Context: an optimization exercise on an open-source flow, tuned for small area. The choices shown serve that exercise and are no tape-out recipe. Only simulation tests tie the RTL to the original design; equivalence was not proved. Power figures rest on the tool's default switching activity, not on a simulated workload.

// calc_logic
module calc_logic(
   input clk,
   input rst,
   input [4:0] keycode,
   input newkey,
   output [15:0] Xdisplay,
   output LED_NEG_digit,
   output LED_OVW
   );
   reg [17:0] X, Y;
   reg [1:0] OP;
   assign Xdisplay = X[15:0];
   assign LED_OVW = X[16];
   assign LED_NEG_digit = X[17];
   wire digit  = newkey & keycode[4];
   wire optr   = newkey & (keycode[4:2] == 3'b010);
   wire clra   = newkey & (keycode == 5'b00100);
   wire equals = newkey & (keycode == 5'b00011);
   wire sqr    = newkey & (keycode == 5'b00001);
   wire chs    = newkey & (keycode == 5'b00010);
   wire eq_add = equals & (OP == 2'b11);
   wire eq_sub = equals & (OP == 2'b10);
   wire eq_mul = equals & (OP == 2'b01);
   wire hold   = ~newkey | (keycode == 5'b00000) | (keycode == 5'b00101) |
                 (keycode == 5'b00110) | (keycode == 5'b00111) |
                 (keycode == 5'b01101) | (keycode == 5'b01110) |
                 (keycode == 5'b01111) | (equals & (OP == 2'b00));
   wire ysel   = eq_add | eq_sub;
   wire c_one  = hold | eq_add | eq_sub | chs;    
   wire c_neg  = eq_sub | chs;                    
   wire [8:0] one, two, neg;
   wire one2_top;
   wire [3:0] C = ({4{ysel}} & Y[3:0]) | ({4{digit}} & keycode[3:0]);
   wire [17:0] B = ({18{sqr}} & X) | ({18{eq_mul}} & Y);
   wire [8:0] e_one, e_two, e_neg;
   calc_benc u_enc (.b(B), .one(e_one), .two(e_two), .neg(e_neg));
   assign one = e_one | {6'b0, digit, 1'b0, c_one};
   assign two = e_two;
   assign neg = e_neg | {8'b0, c_neg};
   assign one2_top = e_one[2];
   wire [17:0] nX = ~X;
   wire [8:0] onen = ~one, twon = ~two;
   wire one2_topn = ~one2_top;
  ...
clock: 8.0 ns
lec_check: 0
cap_margin: 20
core_margin: 2
core_utilization: 40
slew_margin: 20
synth_hierarchical: 1
synth_minimum_keep_size: 0
standard.sh (not shown) runs the stock make flow with config.mk's settings and CLKGATE_MAP_FILE= SYNTH_SCRIPT=/design/flow/synth_recipe.tcl, a recipe that flattens the netlist after the stock synthesis.
==> flow/flow/run.sh <==
#!/bin/bash
# Standard ORFS layout (the standard.sh, standard synthesis unchanged) with three
# layout-only tweaks: plain buf_1 port buffers, no CTS dummy loads, and a power/area
# recovery pass (downsizing of gates off the critical path) after global routing.
set -euo pipefail
bash standard.sh \
  "BUFFER_PORTS_ARGS=-buffer_cell sky130_fd_sc_hd__buf_1" \
  "CTS_ARGS=-sink_clustering_enable -repair_clock_nets -buf_list sky130_fd_sc_hd__clkbuf_8 -dont_use_dummy_load" \
  "RECOVER_POWER=100" \
  finish > flow_make.log 2>&1
Then changed:
--- a/flow/design.v
+++ b/flow/design.v
@@ -27,25 +27,25 @@
                  (keycode == 5'b01111) | (equals & (OP == 2'b00));
    wire ysel   = eq_add | eq_sub;
    wire c_one  = hold | eq_add | eq_sub | chs;    
    wire c_neg  = eq_sub | chs;                    
    wire [8:0] one, two, neg;
    wire one2_top;
    wire [3:0] C = ({4{ysel}} & Y[3:0]) | ({4{digit}} & keycode[3:0]);
    wire [17:0] B = ({18{sqr}} & X) | ({18{eq_mul}} & Y);
-   wire [8:0] e_one, e_two, e_neg;
-   calc_benc u_enc (.b(B), .one(e_one), .two(e_two), .neg(e_neg));
-   assign one = e_one | {6'b0, digit, 1'b0, c_one};
-   assign two = e_two;
+   wire [8:0] e_onen, e_twon, e_neg;
+   calc_benc u_enc (.b(B), .onen(e_onen), .twon(e_twon), .neg(e_neg));
+   wire [8:0] onen = e_onen & ~{6'b0, digit, 1'b0, c_one};
+   wire [8:0] twon = e_twon;
+   assign one = ~onen;
+   assign two = ~twon;
    assign neg = e_neg | {8'b0, c_neg};
-   assign one2_top = e_one[2];
+   wire one2_topn = e_onen[2];
    wire [17:0] nX = ~X;
-   wire [8:0] onen = ~one, twon = ~two;
-   wire one2_topn = ~one2_top;
    wire p1, sl2, cn3, p4, sl5, p6, sl7, p8, sl9, p10, sl11, p12, sl13, p14, sl15, p16, sl17, p18, sl19, p20, sl21, p22, sl23, p24, sl25, p26, sl27, p28, sl29, p30, sl31, p32, sl33, p34, sl35, p36, sl37, p38, sl39, cn40, m41, m42, p43, sl44, p45, p46, p47, p48, p49, p50, p51, p52, p53, p54, p55, p56, p57, p58, p59, sl60, cn61, p62, sl63, p64, sl65, p66, sl67, p68, sl69, p70, sl71, p72, sl73, p74, sl75, p76, sl77, p78, sl79, p80, sl81, p82, sl83, p84, sl85, p86, sl87, p88, sl89, cn90, p91, sl92, p93, sl94, p95, sl96, p97, sl98, p99, sl100, p101, sl102, p103, sl104, p105, sl106, p107, sl108, p109, sl110, p111, sl112, p113, sl114, cn115, p116, sl117, p118, sl119, p120, sl121, p122, sl123, p124, sl125, p126, sl127, p128, sl129, p130, sl131, p132, sl133, p134, sl135, cn136, p137, sl138, p139, sl140, p141, sl142, p143, sl144, p145, sl146, p147, sl148, p149, sl150, p151, sl152, cn153, p154, sl155, p156, sl157, p158, sl159, p160, sl161, p162, sl163, p164, sl165, cn166, p167, sl168, p169, sl170, p171, sl172, p173, sl174, cn175, p176, sl177, x178, s179, c180, s181, c182, s183, c184, s185, c186, s187, c188, s189, c190, s191, c192, s193, c194, s195, c196, s197, c198, s199, c200, s201, c202, x203, x204, x205, s206, c207, s208, c209, s210, c211, s212, c213, s214, c215, s216, c217, s218, c219, s220, c221, s222, c223, s224, c225, s226, c227, s228, c229, s230, c231, s232, c233, s234, c235, s236, c237, s238, c239, s240, c241, x242, x243, s244, c245, s246, c247, s248, c249, s250, c251, s252, c253, s254, c255, s256, c257, s258, c259, s260, c261, s262, c263, s264, c265, s266, c267, x268, s269, c270, s271, c272, s273, c274, s275, c276, s277, c278, s279, c280, s281, c282, s283, c284, s285, c286, s287, c288, s289, c290, s291, c292, s293, c294, s295, c296, s297, c298, s299, c300, x301, s302, c303, s304, c305, s306, c307, s308, c309, s310, c311, s312, c313, s314, c315, s316, c317, s318, c319, s320, c321, s322, c323, s324, c325, s326, c327, s328, c329, s330, c331, s332, c333, s334, c335, x336, g337, g338, q339, g340, q341, g342, q343, g344, q345, g346, g347, q348, g349, g350, g351, g352, g353, g354, g355, x356, x357, x358, x359, x360, x361, x362, x363, x364, x365;
    calc_nor2 u_bs0_0 (.a(onen[0]), .b(nX[0]), .y(sl2));
    assign cn3 = neg[0] & ~sl2;
    calc_o22ai u_bs1_0 (.a1(onen[0]), .a2(nX[1]), .b1(twon[0]), .b2(nX[0]), .y(sl5));
    assign p4 = sl5 ^ neg[0];
    calc_o22ai u_bs2_0 (.a1(onen[0]), .a2(nX[2]), .b1(twon[0]), .b2(nX[1]), .y(sl7));
    assign p6 = sl7 ^ neg[0];
    calc_o22ai u_bs3_0 (.a1(onen[0]), .a2(nX[3]), .b1(twon[0]), .b2(nX[2]), .y(sl9));
@@ -330,22 +330,22 @@
          OP <= 2'b0;
       end else begin
          X <= nextX;
          if (optr | clra) OP <= clra ? 2'b00 : keycode[1:0];
       end
    always @(posedge clk)
       if (optr) Y <= X;
 endmodule
-module calc_benc(input [17:0] b, output [8:0] one, output [8:0] two, output [8:0] neg);
+module calc_benc(input [17:0] b, output [8:0] onen, output [8:0] twon, output [8:0] neg);
    wire [18:0] bb = {b, 1'b0};
    genvar j;
    generate for (j = 0; j < 9; j = j + 1) begin : g_enc
-      assign one[j] = bb[2*j+1] ^ bb[2*j];
-      assign two[j] = (bb[2*j+2] & ~bb[2*j+1] & ~bb[2*j]) | (~bb[2*j+2] & bb[2*j+1] & bb[2*j]);
+      assign onen[j] = ~(bb[2*j+1] ^ bb[2*j]);
+      assign twon[j] = ~((bb[2*j+2] & ~bb[2*j+1] & ~bb[2*j]) | (~bb[2*j+2] & bb[2*j+1] & bb[2*j]));
       assign neg[j] = bb[2*j+2];
    end endgenerate
 endmodule
 module calc_fa(input a, input b, input c, output s, output co);
    assign s = a ^ b ^ c;
    assign co = (a & b) | (a & c) | (b & c);
 endmodule
 module calc_ha(input a, input b, output s, output co);
The new run ran to the end with no violations; routed wire length is lower by a few percent; power is lower by a few percent; cell area is lower slightly; via count is lower by a few percent; hold slack gets worse by 0.0031 ns; worst setup slack gets worse by 0.020 ns; non-clock buffer count is higher by 8; area after synthesis is lower slightly; count of clock-buffer cells in the layout does not change; sequential power is lower by a few percent; fmax stays flat; die area is lower slightly.

## separate check: timing with driven ports
In the flow no input, the clock included, has a driving cell. The finished layouts below were timed again as built, in two steps.
Step 1 sets driving cells, clkbuf_16 on the clock port and buf_2 on the other inputs (assumed; they add their load-dependent delay and slew).
Step 2 adds t to the input delays and takes it off the output delays; t is the mean of the earliest and latest rising clock arrival at the registers after step 1. Input paths then give back, and output paths get back, about the clock's delay inside the block.
Slacks: ideal / step 1 / step 2; pairs: ideal / step 1.
run	shift t [ns]	setup WS [ns]	latest minus earliest clock arrival (ns)
the first run	0.320	0.436 / 0.443 / 0.123	0.008 / 0.008
the second run	0.322	0.416 / 0.428 / 0.106	0.015 / 0.016
After both steps setup and hold are still met in every run listed. The setup slack of the first run, which loses most, moves by +0.007 ns with the drivers and by -0.313 ns with both steps.
